What follows belongs to an exercise in optimizing a design on an open flow for small area and a short achievable clock period; a production flow would make more cautious choices.
Function was checked by simulation only, so behaviour that the tests miss may differ from the original.
Power and IR drop assume default switching activity.

==> design/flow/design.v <==
module ALU #(parameter Data_Width = 8) (
	input wire [Data_Width-1:0]     A, B,
	input wire [3:0]                ALU_FUN,
	input wire                      CLK, RST,
	input wire                      Enable,
	output reg [(2*Data_Width)-1:0] alu_out,
	output reg                      out_valid
);
	genvar i;
	wire       sub = ALU_FUN[0] | ALU_FUN[3];
	wire [7:0] bx  = B ^ {8{sub}};
	wire [7:0] as;
	wire fs1;
	wire fc2;
	alu_fa u_fa3 (.a(A[0]), .b(bx[0]), .c(sub), .s(fs1), .co(fc2));
	assign as[0] = fs1;
	wire fs4;
	wire fc5;
	alu_fa u_fa6 (.a(A[1]), .b(bx[1]), .c(fc2), .s(fs4), .co(fc5));
	assign as[1] = fs4;
	wire fs7;
	wire fc8;
	alu_fa u_fa9 (.a(A[2]), .b(bx[2]), .c(fc5), .s(fs7), .co(fc8));
	assign as[2] = fs7;
	wire fs10;
	wire fc11;
	alu_fa u_fa12 (.a(A[3]), .b(bx[3]), .c(fc8), .s(fs10), .co(fc11));
	assign as[3] = fs10;
	wire fs13;
	wire fc14;
	alu_fa u_fa15 (.a(A[4]), .b(bx[4]), .c(fc11), .s(fs13), .co(fc14));
	assign as[4] = fs13;
	wire fs16;
	wire fc17;
	alu_fa u_fa18 (.a(A[5]), .b(bx[5]), .c(fc14), .s(fs16), .co(fc17));
	assign as[5] = fs16;
	wire fs19;
	wire fc20;
	alu_fa u_fa21 (.a(A[6]), .b(bx[6]), .c(fc17), .s(fs19), .co(fc20));
	assign as[6] = fs19;
	wire fs22;
	wire fc23;
	alu_fa u_fa24 (.a(A[7]), .b(bx[7]), .c(fc20), .s(fs22), .co(fc23));
	assign as[7] = fs22;
	wire geq = fc23;           
	wire eq  = ~|as;          
	wire [15:0] prod;
	wire pp0_0 = A[0] & B[0];
	wire pp0_1 = A[1] & B[0];
	wire pp0_2 = A[2] & B[0];
	wire pp0_3 = A[3] & B[0];
	wire pp0_4 = A[4] & B[0];
	wire pp0_5 = A[5] & B[0];
	wire pp0_6 = A[6] & B[0];
	wire pp0_7 = A[7] & B[0];
	wire pp1_0 = A[0] & B[1];
	wire pp1_1 = A[1] & B[1];
	wire pp1_2 = A[2] & B[1];
	wire pp1_3 = A[3] & B[1];
	wire pp1_4 = A[4] & B[1];
	wire pp1_5 = A[5] & B[1];
	wire pp1_6 = A[6] & B[1];
	wire pp1_7 = A[7] & B[1];
	wire pp2_0 = A[0] & B[2];
	wire pp2_1 = A[1] & B[2];
	wire pp2_2 = A[2] & B[2];
	wire pp2_3 = A[3] & B[2];
	wire pp2_4 = A[4] & B[2];
	wire pp2_5 = A[5] & B[2];
	wire pp2_6 = A[6] & B[2];
	wire pp2_7 = A[7] & B[2];
	wire pp3_0 = A[0] & B[3];
	wire pp3_1 = A[1] & B[3];
	wire pp3_2 = A[2] & B[3];
	wire pp3_3 = A[3] & B[3];
	wire pp3_4 = A[4] & B[3];
	wire pp3_5 = A[5] & B[3];
	wire pp3_6 = A[6] & B[3];
	wire pp3_7 = A[7] & B[3];
	wire pp4_0 = A[0] & B[4];
	wire pp4_1 = A[1] & B[4];
	wire pp4_2 = A[2] & B[4];
	wire pp4_3 = A[3] & B[4];
	wire pp4_4 = A[4] & B[4];
	wire pp4_5 = A[5] & B[4];
	wire pp4_6 = A[6] & B[4];
	wire pp4_7 = A[7] & B[4];
	wire pp5_0 = A[0] & B[5];
	wire pp5_1 = A[1] & B[5];
	wire pp5_2 = A[2] & B[5];
	wire pp5_3 = A[3] & B[5];
	wire pp5_4 = A[4] & B[5];
	wire pp5_5 = A[5] & B[5];
	wire pp5_6 = A[6] & B[5];
	wire pp5_7 = A[7] & B[5];
	wire pp6_0 = A[0] & B[6];
	wire pp6_1 = A[1] & B[6];
	wire pp6_2 = A[2] & B[6];
	wire pp6_3 = A[3] & B[6];
	wire pp6_4 = A[4] & B[6];
	wire pp6_5 = A[5] & B[6];
	wire pp6_6 = A[6] & B[6];
	wire pp6_7 = A[7] & B[6];
	wire pp7_0 = A[0] & B[7];
	wire pp7_1 = A[1] & B[7];
	wire pp7_2 = A[2] & B[7];
	wire pp7_3 = A[3] & B[7];
	wire pp7_4 = A[4] & B[7];
	wire pp7_5 = A[5] & B[7];
	wire pp7_6 = A[6] & B[7];
	wire pp7_7 = A[7] & B[7];
	wire hs25;
	wire hc26;
	alu_ha u_ha27 (.a(pp0_6), .b(pp1_5), .s(hs25), .co(hc26));
	wire fs28;
	wire fc29;
	alu_fa u_fa30 (.a(pp0_7), .b(pp1_6), .c(pp2_5), .s(fs28), .co(fc29));
	wire hs31;
	wire hc32;
	alu_ha u_ha33 (.a(pp3_4), .b(pp4_3), .s(hs31), .co(hc32));
	wire fs34;
	wire fc35;
	alu_fa u_fa36 (.a(pp1_7), .b(pp2_6), .c(pp3_5), .s(fs34), .co(fc35));
	wire hs37;
	wire hc38;
	alu_ha u_ha39 (.a(pp4_4), .b(pp5_3), .s(hs37), .co(hc38));
	wire fs40;
	wire fc41;
	alu_fa u_fa42 (.a(pp2_7), .b(pp3_6), .c(pp4_5), .s(fs40), .co(fc41));
	wire hs43;
	wire hc44;
	alu_ha u_ha45 (.a(pp0_4), .b(pp1_3), .s(hs43), .co(hc44));
	wire fs46;
	wire fc47;
	alu_fa u_fa48 (.a(pp0_5), .b(pp1_4), .c(pp2_3), .s(fs46), .co(fc47));
	wire hs49;
	wire hc50;
	alu_ha u_ha51 (.a(pp3_2), .b(pp4_1), .s(hs49), .co(hc50));
	wire fs52;
	wire fc53;
	alu_fa u_fa54 (.a(hs25), .b(pp2_4), .c(pp3_3), .s(fs52), .co(fc53));
	wire fs55;
	wire fc56;
	alu_fa u_fa57 (.a(pp4_2), .b(pp5_1), .c(pp6_0), .s(fs55), .co(fc56));
	wire fs58;
	wire fc59;
	alu_fa u_fa60 (.a(hc26), .b(fs28), .c(hs31), .s(fs58), .co(fc59));
	wire fs61;
	wire fc62;
	alu_fa u_fa63 (.a(pp5_2), .b(pp6_1), .c(pp7_0), .s(fs61), .co(fc62));
	wire fs64;
	wire fc65;
	alu_fa u_fa66 (.a(fc29), .b(hc32), .c(fs34), .s(fs64), .co(fc65));
	wire fs67;
	wire fc68;
	alu_fa u_fa69 (.a(hs37), .b(pp6_2), .c(pp7_1), .s(fs67), .co(fc68));
	wire fs70;
	wire fc71;
	alu_fa u_fa72 (.a(fc35), .b(hc38), .c(fs40), .s(fs70), .co(fc71));
	wire fs73;
	wire fc74;
	alu_fa u_fa75 (.a(pp5_4), .b(pp6_3), .c(pp7_2), .s(fs73), .co(fc74));
	wire fs76;
	wire fc77;
	alu_fa u_fa78 (.a(fc41), .b(pp3_7), .c(pp4_6), .s(fs76), .co(fc77));
	wire fs79;
	wire fc80;
	alu_fa u_fa81 (.a(pp5_5), .b(pp6_4), .c(pp7_3), .s(fs79), .co(fc80));
	wire fs82;
	wire fc83;
	alu_fa u_fa84 (.a(pp4_7), .b(pp5_6), .c(pp6_5), .s(fs82), .co(fc83));
	wire hs85;
	wire hc86;
	alu_ha u_ha87 (.a(pp0_3), .b(pp1_2), .s(hs85), .co(hc86));
	wire fs88;
	wire fc89;
	alu_fa u_fa90 (.a(hs43), .b(pp2_2), .c(pp3_1), .s(fs88), .co(fc89));
	wire fs91;
	wire fc92;
	alu_fa u_fa93 (.a(hc44), .b(fs46), .c(hs49), .s(fs91), .co(fc92));
	wire fs94;
	wire fc95;
	alu_fa u_fa96 (.a(fc47), .b(hc50), .c(fs52), .s(fs94), .co(fc95));
	wire fs97;
	wire fc98;
	alu_fa u_fa99 (.a(fc53), .b(fc56), .c(fs58), .s(fs97), .co(fc98));
	wire fs100;
	wire fc101;
	alu_fa u_fa102 (.a(fc59), .b(fc62), .c(fs64), .s(fs100), .co(fc101));
	wire fs103;
	wire fc104;
	alu_fa u_fa105 (.a(fc65), .b(fc68), .c(fs70), .s(fs103), .co(fc104));
	wire fs106;
	wire fc107;
	alu_fa u_fa108 (.a(fc71), .b(fc74), .c(fs76), .s(fs106), .co(fc107));
	wire fs109;
	wire fc110;
	alu_fa u_fa111 (.a(fc77), .b(fc80), .c(fs82), .s(fs109), .co(fc110));
	wire fs112;
	wire fc113;
	alu_fa u_fa114 (.a(fc83), .b(pp5_7), .c(pp6_6), .s(fs112), .co(fc113));
	wire hs115;
	wire hc116;
	alu_ha u_ha117 (.a(pp0_2), .b(pp1_1), .s(hs115), .co(hc116));
	wire fs118;
	wire fc119;
	alu_fa u_fa120 (.a(hs85), .b(pp2_1), .c(pp3_0), .s(fs118), .co(fc119));
	wire fs121;
	wire fc122;
	alu_fa u_fa123 (.a(hc86), .b(fs88), .c(pp4_0), .s(fs121), .co(fc122));
	wire fs124;
	wire fc125;
	alu_fa u_fa126 (.a(fc89), .b(fs91), .c(pp5_0), .s(fs124), .co(fc125));
	wire fs127;
	wire fc128;
	alu_fa u_fa129 (.a(fc92), .b(fs94), .c(fs55), .s(fs127), .co(fc128));
	wire fs130;
	wire fc131;
	alu_fa u_fa132 (.a(fc95), .b(fs97), .c(fs61), .s(fs130), .co(fc131));
	wire fs133;
	wire fc134;
	alu_fa u_fa135 (.a(fc98), .b(fs100), .c(fs67), .s(fs133), .co(fc134));
	wire fs136;
	wire fc137;
	alu_fa u_fa138 (.a(fc101), .b(fs103), .c(fs73), .s(fs136), .co(fc137));
	wire fs139;
	wire fc140;
	alu_fa u_fa141 (.a(fc104), .b(fs106), .c(fs79), .s(fs139), .co(fc140));
	wire fs142;
	wire fc143;
	alu_fa u_fa144 (.a(fc107), .b(fs109), .c(pp7_4), .s(fs142), .co(fc143));
	wire fs145;
	wire fc146;
	alu_fa u_fa147 (.a(fc110), .b(fs112), .c(pp7_5), .s(fs145), .co(fc146));
	wire fs148;
	wire fc149;
	alu_fa u_fa150 (.a(fc113), .b(pp6_7), .c(pp7_6), .s(fs148), .co(fc149));
	assign prod[0] = pp0_0;
	wire hs151;
	wire hc152;
	alu_ha u_ha153 (.a(pp0_1), .b(pp1_0), .s(hs151), .co(hc152));
	assign prod[1] = hs151;
	wire fs154;
	wire fc155;
	alu_fa u_fa156 (.a(hs115), .b(pp2_0), .c(hc152), .s(fs154), .co(fc155));
	assign prod[2] = fs154;
	wire fs157;
	wire fc158;
	alu_fa u_fa159 (.a(hc116), .b(fs118), .c(fc155), .s(fs157), .co(fc158));
	assign prod[3] = fs157;
	wire fs160;
	wire fc161;
	alu_fa u_fa162 (.a(fc119), .b(fs121), .c(fc158), .s(fs160), .co(fc161));
	assign prod[4] = fs160;
	wire fs163;
	wire fc164;
	alu_fa u_fa165 (.a(fc122), .b(fs124), .c(fc161), .s(fs163), .co(fc164));
	assign prod[5] = fs163;
	wire fs166;
	wire fc167;
	alu_fa u_fa168 (.a(fc125), .b(fs127), .c(fc164), .s(fs166), .co(fc167));
	assign prod[6] = fs166;
	wire fs169;
	wire fc170;
	alu_fa u_fa171 (.a(fc128), .b(fs130), .c(fc167), .s(fs169), .co(fc170));
	assign prod[7] = fs169;
	wire fs172;
	wire fc173;
	alu_fa u_fa174 (.a(fc131), .b(fs133), .c(fc170), .s(fs172), .co(fc173));
	assign prod[8] = fs172;
	wire fs175;
	wire fc176;
	alu_fa u_fa177 (.a(fc134), .b(fs136), .c(fc173), .s(fs175), .co(fc176));
	assign prod[9] = fs175;
	wire fs178;
	wire fc179;
	alu_fa u_fa180 (.a(fc137), .b(fs139), .c(fc176), .s(fs178), .co(fc179));
	assign prod[10] = fs178;
	wire fs181;
	wire fc182;
	alu_fa u_fa183 (.a(fc140), .b(fs142), .c(fc179), .s(fs181), .co(fc182));
	assign prod[11] = fs181;
	wire fs184;
	wire fc185;
	alu_fa u_fa186 (.a(fc143), .b(fs145), .c(fc182), .s(fs184), .co(fc185));
	assign prod[12] = fs184;
	wire fs187;
	wire fc188;
	alu_fa u_fa189 (.a(fc146), .b(fs148), .c(fc185), .s(fs187), .co(fc188));
	assign prod[13] = fs187;
	wire fs190;
	wire fc191;
	alu_fa u_fa192 (.a(fc149), .b(pp7_7), .c(fc188), .s(fs190), .co(fc191));
	assign prod[14] = fs190;
	assign prod[15] = fc191;
	wire [8:0] bz;
	assign bz[8] = 1'b1;
	assign bz[7] = bz[8] & ~B[7];
	assign bz[6] = bz[7] & ~B[6];
	assign bz[5] = bz[6] & ~B[5];
	assign bz[4] = bz[5] & ~B[4];
	assign bz[3] = bz[4] & ~B[3];
	assign bz[2] = bz[3] & ~B[2];
	assign bz[1] = bz[2] & ~B[1];
	assign bz[0] = bz[1] & ~B[0];
	wire [7:0] nb = ~B;
	wire [7:0] q;
	wire r7_0;
	assign q[7] = bz[1] & (A[7] | nb[0]);
	assign r7_0 = A[7] & ~q[7];
	wire rc193;
	assign rc193 = A[6] | nb[0];
	wire hs194;
	wire hc195;
	alu_ha u_ha196 (.a(r7_0), .b(nb[1]), .s(hs194), .co(hc195));
	wire cn197;
	alu_aoi u_aoi198 (.a1(hs194), .a2(rc193), .b1(hc195), .y(cn197));
	wire es199;
	alu_xor u_xo200 (.a(hs194), .b(rc193), .y(es199));
	alu_nor2b u_qa201 (.a(cn197), .b_n(bz[2]), .y(q[6]));
	wire r6_202;
	assign r6_202 = ~(q[6] ? (A[6] ^ B[0]) : A[6]);
	wire r6_203;
	alu_muxi u_mx204 (.s(q[6]), .a1(es199), .a0(r7_0), .y(r6_203));
	wire rc205;
	assign rc205 = ~A[5] & B[0];
	wire hs206;
	wire hc207;
	alu_ha u_ha208 (.a(r6_202), .b(B[1]), .s(hs206), .co(hc207));
	wire cn209;
	alu_aoi u_aoi210 (.a1(hs206), .a2(rc205), .b1(hc207), .y(cn209));
	wire es211;
	alu_xor u_xo212 (.a(hs206), .b(rc205), .y(es211));
	wire ox213;
	wire oh214;
	alu_xor u_xo215 (.a(r6_203), .b(B[2]), .y(ox213));
	alu_nor u_no216 (.a(r6_203), .b(B[2]), .y(oh214));
	wire oc217;
	alu_aoi u_aoi218 (.a1(ox213), .a2(cn209), .b1(oh214), .y(oc217));
	wire os219;
	alu_xnor u_xn220 (.a(ox213), .b(cn209), .y(os219));
	alu_nor2b u_qa221 (.a(oc217), .b_n(bz[3]), .y(q[5]));
	wire r5_222;
	assign r5_222 = q[5] ? (A[5] ^ B[0]) : A[5];
	wire r5_223;
	alu_muxi u_mx224 (.s(q[5]), .a1(es211), .a0(r6_202), .y(r5_223));
	wire r5_225;
	alu_muxi u_mx226 (.s(q[5]), .a1(os219), .a0(r6_203), .y(r5_225));
	wire rc227;
	assign rc227 = A[4] | nb[0];
	wire hs228;
	wire hc229;
	alu_ha u_ha230 (.a(r5_222), .b(nb[1]), .s(hs228), .co(hc229));
	wire cn231;
	alu_aoi u_aoi232 (.a1(hs228), .a2(rc227), .b1(hc229), .y(cn231));
	wire es233;
	alu_xor u_xo234 (.a(hs228), .b(rc227), .y(es233));
	wire ox235;
	wire oh236;
	alu_xor u_xo237 (.a(r5_223), .b(nb[2]), .y(ox235));
	alu_nor u_no238 (.a(r5_223), .b(nb[2]), .y(oh236));
	wire oc239;
	alu_aoi u_aoi240 (.a1(ox235), .a2(cn231), .b1(oh236), .y(oc239));
	wire os241;
	alu_xnor u_xn242 (.a(ox235), .b(cn231), .y(os241));
	wire hs243;
	wire hc244;
	alu_ha u_ha245 (.a(r5_225), .b(nb[3]), .s(hs243), .co(hc244));
	wire cn246;
	alu_aoi u_aoi247 (.a1(hs243), .a2(oc239), .b1(hc244), .y(cn246));
	wire es248;
	alu_xor u_xo249 (.a(hs243), .b(oc239), .y(es248));
	alu_nor2b u_qa250 (.a(cn246), .b_n(bz[4]), .y(q[4]));
	wire r4_251;
	assign r4_251 = ~(q[4] ? (A[4] ^ B[0]) : A[4]);
	wire r4_252;
	alu_muxi u_mx253 (.s(q[4]), .a1(es233), .a0(r5_222), .y(r4_252));
	wire r4_254;
	alu_muxi u_mx255 (.s(q[4]), .a1(os241), .a0(r5_223), .y(r4_254));
	wire r4_256;
	alu_muxi u_mx257 (.s(q[4]), .a1(es248), .a0(r5_225), .y(r4_256));
	wire rc258;
	assign rc258 = ~A[3] & B[0];
	wire hs259;
	wire hc260;
	alu_ha u_ha261 (.a(r4_251), .b(B[1]), .s(hs259), .co(hc260));
	wire cn262;
	alu_aoi u_aoi263 (.a1(hs259), .a2(rc258), .b1(hc260), .y(cn262));
	wire es264;
	alu_xor u_xo265 (.a(hs259), .b(rc258), .y(es264));
	wire ox266;
	wire oh267;
	alu_xor u_xo268 (.a(r4_252), .b(B[2]), .y(ox266));
	alu_nor u_no269 (.a(r4_252), .b(B[2]), .y(oh267));
	wire oc270;
	alu_aoi u_aoi271 (.a1(ox266), .a2(cn262), .b1(oh267), .y(oc270));
	wire os272;
	alu_xnor u_xn273 (.a(ox266), .b(cn262), .y(os272));
	wire hs274;
	wire hc275;
	alu_ha u_ha276 (.a(r4_254), .b(B[3]), .s(hs274), .co(hc275));
	wire cn277;
	alu_aoi u_aoi278 (.a1(hs274), .a2(oc270), .b1(hc275), .y(cn277));
	wire es279;
	alu_xor u_xo280 (.a(hs274), .b(oc270), .y(es279));
	wire ox281;
	wire oh282;
	alu_xor u_xo283 (.a(r4_256), .b(B[4]), .y(ox281));
	alu_nor u_no284 (.a(r4_256), .b(B[4]), .y(oh282));
	wire oc285;
	alu_aoi u_aoi286 (.a1(ox281), .a2(cn277), .b1(oh282), .y(oc285));
	wire os287;
	alu_xnor u_xn288 (.a(ox281), .b(cn277), .y(os287));
	alu_nor2b u_qa289 (.a(oc285), .b_n(bz[5]), .y(q[3]));
	wire r3_290;
	assign r3_290 = q[3] ? (A[3] ^ B[0]) : A[3];
	wire r3_291;
	alu_muxi u_mx292 (.s(q[3]), .a1(es264), .a0(r4_251), .y(r3_291));
	wire r3_293;
	alu_muxi u_mx294 (.s(q[3]), .a1(os272), .a0(r4_252), .y(r3_293));
	wire r3_295;
	alu_muxi u_mx296 (.s(q[3]), .a1(es279), .a0(r4_254), .y(r3_295));
	wire r3_297;
	alu_muxi u_mx298 (.s(q[3]), .a1(os287), .a0(r4_256), .y(r3_297));
	wire rc299;
	assign rc299 = A[2] | nb[0];
	wire hs300;
	wire hc301;
	alu_ha u_ha302 (.a(r3_290), .b(nb[1]), .s(hs300), .co(hc301));
	wire cn303;
	alu_aoi u_aoi304 (.a1(hs300), .a2(rc299), .b1(hc301), .y(cn303));
	wire es305;
	alu_xor u_xo306 (.a(hs300), .b(rc299), .y(es305));
	wire ox307;
	wire oh308;
	alu_xor u_xo309 (.a(r3_291), .b(nb[2]), .y(ox307));
	alu_nor u_no310 (.a(r3_291), .b(nb[2]), .y(oh308));
	wire oc311;
	alu_aoi u_aoi312 (.a1(ox307), .a2(cn303), .b1(oh308), .y(oc311));
	wire os313;
	alu_xnor u_xn314 (.a(ox307), .b(cn303), .y(os313));
	wire hs315;
	wire hc316;
	alu_ha u_ha317 (.a(r3_293), .b(nb[3]), .s(hs315), .co(hc316));
	wire cn318;
	alu_aoi u_aoi319 (.a1(hs315), .a2(oc311), .b1(hc316), .y(cn318));
	wire es320;
	alu_xor u_xo321 (.a(hs315), .b(oc311), .y(es320));
	wire ox322;
	wire oh323;
	alu_xor u_xo324 (.a(r3_295), .b(nb[4]), .y(ox322));
	alu_nor u_no325 (.a(r3_295), .b(nb[4]), .y(oh323));
	wire oc326;
	alu_aoi u_aoi327 (.a1(ox322), .a2(cn318), .b1(oh323), .y(oc326));
	wire os328;
	alu_xnor u_xn329 (.a(ox322), .b(cn318), .y(os328));
	wire hs330;
	wire hc331;
	alu_ha u_ha332 (.a(r3_297), .b(nb[5]), .s(hs330), .co(hc331));
	wire cn333;
	alu_aoi u_aoi334 (.a1(hs330), .a2(oc326), .b1(hc331), .y(cn333));
	wire es335;
	alu_xor u_xo336 (.a(hs330), .b(oc326), .y(es335));
	alu_nor2b u_qa337 (.a(cn333), .b_n(bz[6]), .y(q[2]));
	wire r2_338;
	assign r2_338 = ~(q[2] ? (A[2] ^ B[0]) : A[2]);
	wire r2_339;
	alu_muxi u_mx340 (.s(q[2]), .a1(es305), .a0(r3_290), .y(r2_339));
	wire r2_341;
	alu_muxi u_mx342 (.s(q[2]), .a1(os313), .a0(r3_291), .y(r2_341));
	wire r2_343;
	alu_muxi u_mx344 (.s(q[2]), .a1(es320), .a0(r3_293), .y(r2_343));
	wire r2_345;
	alu_muxi u_mx346 (.s(q[2]), .a1(os328), .a0(r3_295), .y(r2_345));
	wire r2_347;
	alu_muxi u_mx348 (.s(q[2]), .a1(es335), .a0(r3_297), .y(r2_347));
	wire rc349;
	assign rc349 = ~A[1] & B[0];
	wire hs350;
	wire hc351;
	alu_ha u_ha352 (.a(r2_338), .b(B[1]), .s(hs350), .co(hc351));
	wire cn353;
	alu_aoi u_aoi354 (.a1(hs350), .a2(rc349), .b1(hc351), .y(cn353));
	wire es355;
	alu_xor u_xo356 (.a(hs350), .b(rc349), .y(es355));
	wire ox357;
	wire oh358;
	alu_xor u_xo359 (.a(r2_339), .b(B[2]), .y(ox357));
	alu_nor u_no360 (.a(r2_339), .b(B[2]), .y(oh358));
	wire oc361;
	alu_aoi u_aoi362 (.a1(ox357), .a2(cn353), .b1(oh358), .y(oc361));
	wire os363;
	alu_xnor u_xn364 (.a(ox357), .b(cn353), .y(os363));
	wire hs365;
	wire hc366;
	alu_ha u_ha367 (.a(r2_341), .b(B[3]), .s(hs365), .co(hc366));
	wire cn368;
	alu_aoi u_aoi369 (.a1(hs365), .a2(oc361), .b1(hc366), .y(cn368));
	wire es370;
	alu_xor u_xo371 (.a(hs365), .b(oc361), .y(es370));
	wire ox372;
	wire oh373;
	alu_xor u_xo374 (.a(r2_343), .b(B[4]), .y(ox372));
	alu_nor u_no375 (.a(r2_343), .b(B[4]), .y(oh373));
	wire oc376;
	alu_aoi u_aoi377 (.a1(ox372), .a2(cn368), .b1(oh373), .y(oc376));
	wire os378;
	alu_xnor u_xn379 (.a(ox372), .b(cn368), .y(os378));
	wire hs380;
	wire hc381;
	alu_ha u_ha382 (.a(r2_345), .b(B[5]), .s(hs380), .co(hc381));
	wire cn383;
	alu_aoi u_aoi384 (.a1(hs380), .a2(oc376), .b1(hc381), .y(cn383));
	wire es385;
	alu_xor u_xo386 (.a(hs380), .b(oc376), .y(es385));
	wire ox387;
	wire oh388;
	alu_xor u_xo389 (.a(r2_347), .b(B[6]), .y(ox387));
	alu_nor u_no390 (.a(r2_347), .b(B[6]), .y(oh388));
	wire oc391;
	alu_aoi u_aoi392 (.a1(ox387), .a2(cn383), .b1(oh388), .y(oc391));
	wire os393;
	alu_xnor u_xn394 (.a(ox387), .b(cn383), .y(os393));
	alu_nor2b u_qa395 (.a(oc391), .b_n(bz[7]), .y(q[1]));
	wire r1_396;
	assign r1_396 = q[1] ? (A[1] ^ B[0]) : A[1];
	wire r1_397;
	alu_muxi u_mx398 (.s(q[1]), .a1(es355), .a0(r2_338), .y(r1_397));
	wire r1_399;
	alu_muxi u_mx400 (.s(q[1]), .a1(os363), .a0(r2_339), .y(r1_399));
	wire r1_401;
	alu_muxi u_mx402 (.s(q[1]), .a1(es370), .a0(r2_341), .y(r1_401));
	wire r1_403;
	alu_muxi u_mx404 (.s(q[1]), .a1(os378), .a0(r2_343), .y(r1_403));
	wire r1_405;
	alu_muxi u_mx406 (.s(q[1]), .a1(es385), .a0(r2_345), .y(r1_405));
	wire r1_407;
	alu_muxi u_mx408 (.s(q[1]), .a1(os393), .a0(r2_347), .y(r1_407));
	wire rc409;
	assign rc409 = A[0] | nb[0];
	wire hs410;
	wire hc411;
	alu_ha u_ha412 (.a(r1_396), .b(nb[1]), .s(hs410), .co(hc411));
	wire cn413;
	alu_aoi u_aoi414 (.a1(hs410), .a2(rc409), .b1(hc411), .y(cn413));
	wire ox415;
	wire oh416;
	alu_xor u_xo417 (.a(r1_397), .b(nb[2]), .y(ox415));
	alu_nor u_no418 (.a(r1_397), .b(nb[2]), .y(oh416));
	wire oc419;
	alu_aoi u_aoi420 (.a1(ox415), .a2(cn413), .b1(oh416), .y(oc419));
	wire hs421;
	wire hc422;
	alu_ha u_ha423 (.a(r1_399), .b(nb[3]), .s(hs421), .co(hc422));
	wire cn424;
	alu_aoi u_aoi425 (.a1(hs421), .a2(oc419), .b1(hc422), .y(cn424));
	wire ox426;
	wire oh427;
	alu_xor u_xo428 (.a(r1_401), .b(nb[4]), .y(ox426));
	alu_nor u_no429 (.a(r1_401), .b(nb[4]), .y(oh427));
	wire oc430;
	alu_aoi u_aoi431 (.a1(ox426), .a2(cn424), .b1(oh427), .y(oc430));
	wire hs432;
	wire hc433;
	alu_ha u_ha434 (.a(r1_403), .b(nb[5]), .s(hs432), .co(hc433));
	wire cn435;
	alu_aoi u_aoi436 (.a1(hs432), .a2(oc430), .b1(hc433), .y(cn435));
	wire ox437;
	wire oh438;
	alu_xor u_xo439 (.a(r1_405), .b(nb[6]), .y(ox437));
	alu_nor u_no440 (.a(r1_405), .b(nb[6]), .y(oh438));
	wire oc441;
	alu_aoi u_aoi442 (.a1(ox437), .a2(cn435), .b1(oh438), .y(oc441));
	wire hs443;
	wire hc444;
	alu_ha u_ha445 (.a(r1_407), .b(nb[7]), .s(hs443), .co(hc444));
	wire cn446;
	alu_aoi u_aoi447 (.a1(hs443), .a2(oc441), .b1(hc444), .y(cn446));
	assign q[0] = ~cn446;
	wire bnz = ~bz[0];
	wire [3:0] F = ALU_FUN;
	wire e = Enable;
	wire sADD = e & (F == 4'h0);
	wire sSUB = e & (F == 4'h1);
	wire sAS  = e & (F[3:1] == 3'b000);
	wire sMUL = e & (F == 4'h2);
	wire sDIV = e & (F == 4'h3) & bnz;
	wire sSHR = e & (F == 4'hD);
	wire sSHL = e & (F == 4'hE);
	wire sHI  = e & ((F == 4'h6) | (F == 4'h7) | (F == 4'h9));
	wire t3  = e & ((F == 4'h4) | (F == 4'h5) | (F == 4'h9));
	wire t12 = e & ((F == 4'h5) | (F == 4'h6) | (F == 4'h8));
	wire t0  = e & ((F == 4'h6) | (F == 4'h7) | (F == 4'h9));
	wire [7:0] lo;
	wire [8:0] ar = {1'b0, A};
	wire [8:0] al = {A, 1'b0};
	generate for (i = 0; i < 8; i = i + 1) begin : g_lo
		alu_lobit u_lo (.a(A[i]), .b(B[i]), .s(as[i]), .p(prod[i]), .q(q[i]), .r(ar[i+1]), .l(al[i]),
			.t3(t3), .t12(t12), .t0(t0), .sas(sAS), .smul(sMUL), .sdiv(sDIV), .sshr(sSHR), .sshl(sSHL),
			.o(lo[i]));
	end endgenerate
	wire [7:0] hi = (prod[15:8] & {8{sMUL}}) | {8{sHI}} | {8{sSUB & ~geq}}
	              | {7'd0, (sADD & geq) | (sSHL & A[7])};
	wire c0 = e & (((F == 4'hA) & eq) | ((F == 4'hC) & ~geq));
	wire c1 = e & (((F == 4'hB) & geq & ~eq) | ((F == 4'hC) & ~geq));
	wire [15:0] res = {hi, lo[7:2], lo[1] | c1, lo[0] | c0};
	wire        vld = e & (F != 4'hF);
	always @(posedge CLK or negedge RST) begin
		if (!RST) begin
			alu_out   <= 16'd0;
			out_valid <= 1'b0;
		end else begin
			alu_out   <= res;
			out_valid <= vld;
		end
	end
endmodule
module alu_fa (input wire a, b, c, output wire s, co);
	assign s  = a ^ b ^ c;
	assign co = (a & b) | (c & (a ^ b));
endmodule
module alu_ha (input wire a, b, output wire s, co);
	assign s  = a ^ b;
	assign co = a & b;
endmodule
module alu_nor (input wire a, b, output wire y);
	assign y = ~(a | b);
endmodule
module alu_aoi (input wire a1, a2, b1, output wire y);
	assign y = ~((a1 & a2) | b1);
endmodule
module alu_xor (input wire a, b, output wire y);
	assign y = a ^ b;
endmodule
module alu_xnor (input wire a, b, output wire y);
	assign y = ~(a ^ b);
endmodule
module alu_and2 (input wire a, b, output wire y);
	assign y = a & b;
endmodule
module alu_muxi (input wire s, a1, a0, output wire y);
	assign y = ~(s ? a1 : a0);
endmodule
module alu_nand (input wire a, b, output wire y);
	assign y = ~(a & b);
endmodule
module alu_nor2b (input wire a, b_n, output wire y);
	assign y = ~a & b_n;
endmodule
module alu_lobit (input wire a, b, s, p, q, r, l, t3, t12, t0, sas, smul, sdiv, sshr, sshl,
                  output wire o);
	wire lu = b ? (a ? t3 : t12) : (a ? t12 : t0);
	assign o = lu | (s & sas) | (p & smul) | (q & sdiv) | (r & sshr) | (l & sshl);
endmodule
==> design/flow/flow/run.sh <==
#!/bin/bash
# Standard ORFS layout with three changes:
#  - after synthesis, every logic cell driving fewer than 6 loads is swapped to the smallest
#    cell of its family (flow/downsize.tcl); registers keep the cells synthesis gave them
#  - the smallest buffer (buf_1) on every input and output port
#  - after placement, repair_timing (gate sizing only) with a setup margin from
#    flow/margin.txt speeds up the slowest paths again (flow/repair.tcl)
set -euo pipefail
export RESULTS=$(pwd)/orfs/results/${FLOW_PLATFORM}/ALU/base
export MARGIN=$(cat flow/margin.txt)
bash standard.sh synth > standard_synth.log 2>&1
KEEP_FANOUT=6 openroad -no_init -exit flow/downsize.tcl > downsize.log 2>&1
bash standard.sh BUFFER_PORTS_ARGS="-buffer_cell sky130_fd_sc_hd__buf_1" place > standard_place.log 2>&1
openroad -no_init -exit flow/repair.tcl > repair.log 2>&1
bash standard.sh BUFFER_PORTS_ARGS="-buffer_cell sky130_fd_sc_hd__buf_1" finish > standard_finish.log 2>&1
==> design/flow/flow/downsize.tcl <==
# Swap every non-register cell of the synthesized netlist to the smallest cell of its family
# (same function and pins, lowest drive strength), except cells driving KEEP_FANOUT or
# more loads. Timing has a wide margin at this clock
# period; the resizer's repair_design later fixes any slew or capacitance violation.
read_db $::env(RESULTS)/1_synth.odb
set db [ord::get_db]
set fam [dict create]
foreach lib [$db getLibs] {
  foreach m [$lib getMasters] {
    set n [$m getName]
    if {![regexp {^(sky130_fd_sc_hd__[a-z0-9]+)_([0-9]+)$} $n -> base sz]} { continue }
    if {[string match *lpflow* $n] || [string match *probe* $n]} { continue }
    set a [expr {[$m getWidth] * [$m getHeight]}]
    if {![dict exists $fam $base]} {
      dict set fam $base [list $m $a $sz]
    } else {
      lassign [dict get $fam $base] bm ba bsz
      if {$a < $ba || ($a == $ba && $sz > $bsz)} { dict set fam $base [list $m $a $sz] }
    }
  }
}
set swapped 0
foreach inst [[ord::get_db_block] getInsts] {
  set m [$inst getMaster]
  set n [$m getName]
  if {[$m isSequential]} { continue }
  if {![regexp {^(sky130_fd_sc_hd__[a-z0-9]+)_([0-9]+)$} $n -> base sz]} { continue }
  if {![dict exists $fam $base]} { continue }
  # keep the drive strength synthesis chose for cells driving many loads
  set fo 0
  foreach it [$inst getITerms] {
    if {[$it isOutputSignal] && [$it getNet] ne "NULL"} {
      set fo [expr {max($fo, [llength [[$it getNet] getITerms]] - 1)}]
    }
  }
  if {$fo >= $::env(KEEP_FANOUT)} { continue }
  set best [lindex [dict get $fam $base] 0]
  if {[$best getName] ne $n} {
    if {[$inst swapMaster $best]} { incr swapped }
  }
}
puts "downsize: swapped $swapped instances"
write_db $::env(RESULTS)/1_synth.odb
==> design/flow/flow/margin.txt <==
78
==> design/flow/flow/repair.tcl <==
# Tighten the slowest paths: resize/buffer until every path has MARGIN ns of setup slack
# (or no move helps), at the design's own clock and constraints.
read_liberty $::env(FLOW_HOME)/platforms/sky130hd/lib/sky130_fd_sc_hd__tt_025C_1v80.lib
read_db $::env(RESULTS)/3_place.odb
read_sdc $::env(RESULTS)/3_place.sdc
source $::env(FLOW_HOME)/platforms/sky130hd/setRC.tcl
estimate_parasitics -placement
report_wns
report_design_area
repair_timing -setup -setup_margin $::env(MARGIN) -skip_last_gasp -sequence sizeup,swap
report_wns
report_design_area
detailed_place
check_placement
write_db $::env(RESULTS)/3_place.odb
==> design/flow/standard.sh <==
#!/bin/bash
# synth_recipe.tcl (not shown) runs the flow's synth.tcl, then flattens the netlist and writes it again
# the make line also repeats each setting of config.mk as NAME=value (left out here)
make -C /OpenROAD-flow-scripts/flow DESIGN_CONFIG=/design/flow/config.mk WORK_HOME=/design/flow/orfs CLKGATE_MAP_FILE= SYNTH_SCRIPT=/design/flow/synth_recipe.tcl "${@:-finish}"
==> design/flow/config.mk <==
export PLATFORM = sky130hd
export DESIGN_NAME = ALU
export DESIGN_NICKNAME = ALU
export VERILOG_FILES = /design/flow/design.v
export SDC_FILE = /design/flow/constraint.sdc
export NUM_CORES = 4
export LEC_CHECK = 0
export CAP_MARGIN = 20
export CORE_MARGIN = 2
export CORE_UTILIZATION = 40
export SLEW_MARGIN = 20
export SYNTH_HIERARCHICAL = 1
export SYNTH_MINIMUM_KEEP_SIZE = 0
==> design/flow/constraint.sdc <==
create_clock -name core_clock -period 110.0 [get_ports {CLK}]
set_input_delay 22.0000 -clock core_clock [delete_from_list [all_inputs] [get_ports {CLK}]]
set_output_delay 22.0000 -clock core_clock [all_outputs]
set_load 0.01 [all_outputs]
==> impl_results.md, run 1 <==
* Post-Syn Area at 4040 um2
* Root Buffer: clkbuf_8
* Ratio of cells with drive above 1 in the final layout at 15.3%
* Die ar. at 10900 um2
* Cells after Synth at 425
* Final Non-Filler Cells at 603
* Final worst path period share at 29.0%
* Clk sinks at 17
* Maxcap violations at 0
* Detail Route Antenna Nets at 0
* Starting density of the core at between 40% and 50%
* Worst EP required at 110.14 ns
* Post-CTS setup buffer count at 0
* DRT iter0 DRCs at ~230
* Post-CTS Hold Buffers at 0
* Clk slew on worst S/H paths at roughly 0.080 ns
* CP arrival at around 32 ns
* Via count at approximately 3400
* Rows at 36
* Drt drc at 0
* Ant. Diodes at 0
* Setup TNS at 0 ns
* CP startpoint kind: input pin
* Die Wd at 104 um
* Worst min path class: input pin to async pin
* Nets at 586
* Placed Instances at 599
* CTS tree: done
* Sequential Area at between 400 and 500 um2
* Synth Warn # at 7
* Fmax at between 30 and 40 MHz
* TritonCTS Buffers at 3
* Height of the die at roughly 100 um
* Slew Limit Headroom at approximately a quarter
* Largest net degree at the start of global routing at 22
* Vias in the first global route at 3734
* Status: finished clean
* Global-route wire length before repair at 18700 um
* Kind of critical path: input pin to flip-flop
* Crit end category: flip-flop
* Final HPWL DP at 8500 um
* Area of the multi-input gates at 3720 um2
* Leak pwr at 0.00194 uW
* Slew @ Worst Pin at ~1.1 ns
* Mean Syn Cell Area at around 9.5 um2
* RePlAce Congestion at a little under 0.9
* Worst stage delay on the critical path at 0.45 ns
* Drt first pass iters at 4
* Total power at roughly 43 uW
* FILL cells at 949
* H-tree levels at 1
* Initial antenna violation count at 0
* Max Root-Sink Buffers at 2
* DR WL/cell at ~18 um
* Endpoints failing hold at 0
* Routed vias/inst at 5.68
* RSZ-0062 raised after global routing: false
* Core Box Area at 9770 um2
* Slowest cell on the critical path: or3_4
* Routed wire length at 10900 um
* Final slew viol count at 0
* Peak supply drop at just under 0.005 mV
* Grt total ovfl at 0
* Crit Path Max Fanout at 9
* Power per standard cell area at approximately 9 nW/um2
* I/O pins at 40
* Period minus WS final at 31.86 ns
* Final setup vio count at 0
* Port bufs at 39
* Post-CTS Resized at 0
* Most frequent CP cell: a21oi_2
* Area Overhead vs Synth at 15.0%
* Total GRT Usage at 21.1%
==> worst max-delay path: cells and delay by family <==
kind,cells,cell delay (ns)
compound gates,37,5.03
fa+ha+maj,7,2.05
simple gates,15,2.57
buf+inv,3,0.31
==> where the power goes <==
| part | internal, uW | total [uW] | switching (uW) | leakage, uW |
|---|---|---|---|---|
| sequential | 6.87 | 7.01 | 0.146 | 0.000226 |
| clock | 2.52 | 4.89 | 2.38 | 0.0000255 |
| combinational | 13.3 | 30.7 | 17.5 | 0.00169 |
| total | 22.6 | 42.6 | 20.0 | 0.00194 |
==> flip-flops by register name (all words and copies together), names as in the netlist <==
register   count
alu_out       16
out_valid      1
==> layout by cell type (no fill, tap or decap), drive strengths merged, types with 3 or more instances in the layout <==
cell	instances
nand4	8
mux2i	22
xnor2	17
a21o	7
a221oi	8
a21oi	31
nor3b	9
fa	56
nor3	7
nor2	65
ha	36
nor2b	7
nor4	4
o21ai	3
xor2	32
nand2	15
clkbuf	6
dfrtp	17
a222oi	8
inv	14
nand2b	3
and2	17
nand3	9
clkinv	7
buf	42
==> per-layer routing <==
layer  wire length (um)  vias to the layer above  GRT usage (%)
li1                   -                     1573              -
met1               4670                     1718           27.3
met2               5480                      110           37.4
met3                581                       22           2.38
met4                180                        0           5.89
met5                  0                        -              0
==> worst max-delay path by stage <==
stage	end	start	depth (start not counted)	slack, ns
global route	alu_out[0]	B[5]	59	77.35
detailed placement	alu_out[0]	B[6]	62	76.20
floorplan	alu_out[0]	B[6]	61	78.19
CTS	alu_out[0]	B[5]	62	78.11
global placement	alu_out[0]	B[6]	62	76.59
finish	alu_out[0]	B[5]	62	78.14
==> cell type report <==
type / instances / area share [%]
Sequential cell: 17 / 9.16
Timing Repair Buffer: 45 / 4.37
Multi-Input combinational cell: 383 / 80.1
Clock inverter: 1 / 0.108
Clock buffer: 3 / 0.889
Inverter: 21 / 1.78
Tap cell: 133 / 3.58
==> through the flow <==
| stage | utilization [%] | instance area [um2] | hold WS, ns | setup slack (ns) |
|---|---|---|---|---|
| global placement | 44.7 | 4370 | 22.17 | 76.59 |
| floorplan | - | 4040 | 21.70 | 78.19 |
| detailed placement | 44.7 | 4370 | 22.18 | 76.20 |
| global route | 47.5 | 4640 | 21.71 | 77.35 |
| finish | 47.5 | 4640 | 21.66 | 78.14 |
| CTS | 47.4 | 4640 | 21.90 | 78.11 |
==> run 2, diff against run 1 <==
==> design/flow/flow/margin.txt (replaced) <==
77
==> run 2 against run 1 <==
Net effect: global-route usage is 0.47 points lower; final cell count did not move; combinational power down 5%.
==> impl_results.md, run 2 <==
* Setup TNS at 0 ns
* Status: finished clean
* Via count at 3379
* FILL cells at 964
* Port bufs at 39
* Metal2 WL at 5230 um
* Grt total ovfl at 0
* Root Buffer: clkbuf_8
* RSZ-0062 raised after global routing: false
* Max Root-Sink Buffers at 2
* Most frequent CP cell: a21oi_1
* Final HPWL DP at ~8500 um
* Die ar. at 10900 um2
* Slew Limit Headroom at 21.0%
* Clk sinks at 17
* Detail Route Antenna Nets at 0
* TritonCTS Buffers at 3
* Period minus WS final at approximately 33 ns
* Rows at 36
* Most frequent cells in the layout: nor2_1 (64), fa_1 (56), ha_1 (36), buf_1 (36), xor2_1 (32)
* Worst stage delay on the critical path at between 0.4 and 0.5 ns
* Routed vias/inst at 5.60
* I/O pins at 40
* Crit end category: flip-flop
* Peak supply drop at ~0.0049 mV
* Cells after Synth at 425
* Routed wire length at 10600 um
* Top sig layer: met4
* Mean Syn Cell Area at 9.50 um2
* CP startpoint kind: input pin
* Post-CTS setup buffer count at 0
* Fmax at 30.6 MHz
* Clk slew on worst S/H paths at 0.08 ns
* Core Box Area at 9770 um2
* Largest regs: alu_out x16, out_valid x1
* Slowest cell on the critical path: or3_4
* Nets at 586
* Vias in the first global route at 3613
* Biggest register: alu_out
* CTS tree: done
* Worst EP required at 110.14 ns
* H-tree levels at 1
* Final slew viol count at 0
* Number of flip-flops in the largest register at 16
* Drt first pass iters at 6
* Height of the die at 104 um
* RePlAce Congestion at 0.871
* DRT iter0 DRCs at 211
* Starting density of the core at a little over 40%
* Area Overhead vs Synth at 10.3%
* Final setup vio count at 0
* Ant. Diodes at 0
* Global-route wire length before repair at 18200 um
* Slew @ Worst Pin at 1.18 ns
* Total GRT Usage at between 20% and 30%
* Post-Syn Area at 4040 um2
* Worst Path Buf+Inv at 3
* Synth Warn # at 7
* Final worst slack at a little under 80 ns
* Commonest non-fill, non-tap cell in the layout: nor2_1
* Post-CTS Hold Buffers at 0
* Largest net degree at the start of global routing at 22
* Power per standard cell area at between 9 and 10 nW/um2
* Top Family by Delay on Critical Path: compound AO/OA/AOI/OAI gates
* Die Wd at about 100 um
* Kind of critical path: input pin to flip-flop
* Worst min path class: input pin to async pin
* DR WL/cell at between 15 and 20 um
* Final core utilization at between 40% and 50%
* Ratio of cells with drive above 1 in the final layout at 7.87%
* Leak pwr at 0.00191 uW
* Final worst path period share at slightly below 30%
* Endpoints failing hold at 0
* Maxcap violations at 0
* Drt drc at 0
* Post-CTS Resized at 0
* Met3 wire length at 558 um
* DRT met1 WL at 4650 um
* Crit Path Max Fanout at 9
* CP arrival at 32.83 ns
* Worst slack, placed at 76.20 ns
* Initial antenna violation count at 0
==> run 2: layout make-up <==
class	count	area, um2	share of cell area [%]
inverters	21	82.6	1.85
clock inverters	1	5.00	0.112
repair buffers	45	195	4.38
clock buffers	3	41.3	0.927
well taps	133	166	3.73
multi-input cells	383	3540	79.4
flip-flops and latches	17	425	9.55
==> run 2: final timing paths <==
kind | slack [ns] | to | cells past startpoint | start
min in group core_clock | 22.09 | out_valid | 2 | Enable
setup / recovery | 77.30 | alu_out[0] | 62 | B[7]
hold / removal | 21.66 | alu_out[2] | 1 | RST
max in group asynchronous | 88.02 | alu_out[10] | 1 | RST
==> run 2: power by group <==
part	internal [uW]	switching [uW]	leakage (uW)
sequential	6.87	0.146	0.000226
clock	2.52	2.37	0.0000255
combinational	12.6	16.5	0.00165
==> run 2: per-layer routing <==
metal | GRT usage (%) | up-vias
met1 | 27.0 | 1691
li1 | - | 1577
met3 | 2.51 | 22
met4 | 5.60 | 0
met2 | 36.1 | 89
met5 | 0 | -
==> run 2: per-stage QoR <==
stage	total power (uW)	cells	area, um2	hold slack (ns)
after CTS	41.6	603	4450	21.90
after floorplan	28.5	426	4040	21.70
after global placement	35.3	599	4370	22.17
after global routing	45.6	603	4460	21.71
final	41.0	603	4460	21.66
after detailed placement	36.4	599	4370	22.18

-- re-timing with driven ports --
How much do the figures lean on ideal ports? The routed layouts below were timed once more, with nothing changed but the port constraints.
Step 1 (the two cells are an assumption about what drives the block):
set clk [get_ports {CLK}]
set_driving_cell -lib_cell sky130_fd_sc_hd__clkbuf_16 $clk
set_driving_cell -lib_cell sky130_fd_sc_hd__buf_2 [delete_from_list [all_inputs] $clk]
Step 2 moves the port delays by t, midway between the first and last clock arrival at a register: inputs arrive t later, outputs are due t later. That takes back most of the time a late clock gives input paths.
a / b / c = ideal / step 1 / step 2; a / b = the first two.
run	t, ns	setup slack, ns	worst setup path at the end	pins driven straight from the clock port
run 1	0.279	78.144 / 78.149 / 77.870	input to register	1
run 2	0.279	77.302 / 77.309 / 77.030	input to register	1
After both steps setup and hold are still met in every run listed. The setup slack of run 1, which loses most, moves by +0.005 ns with the drivers and by -0.274 ns with both steps.
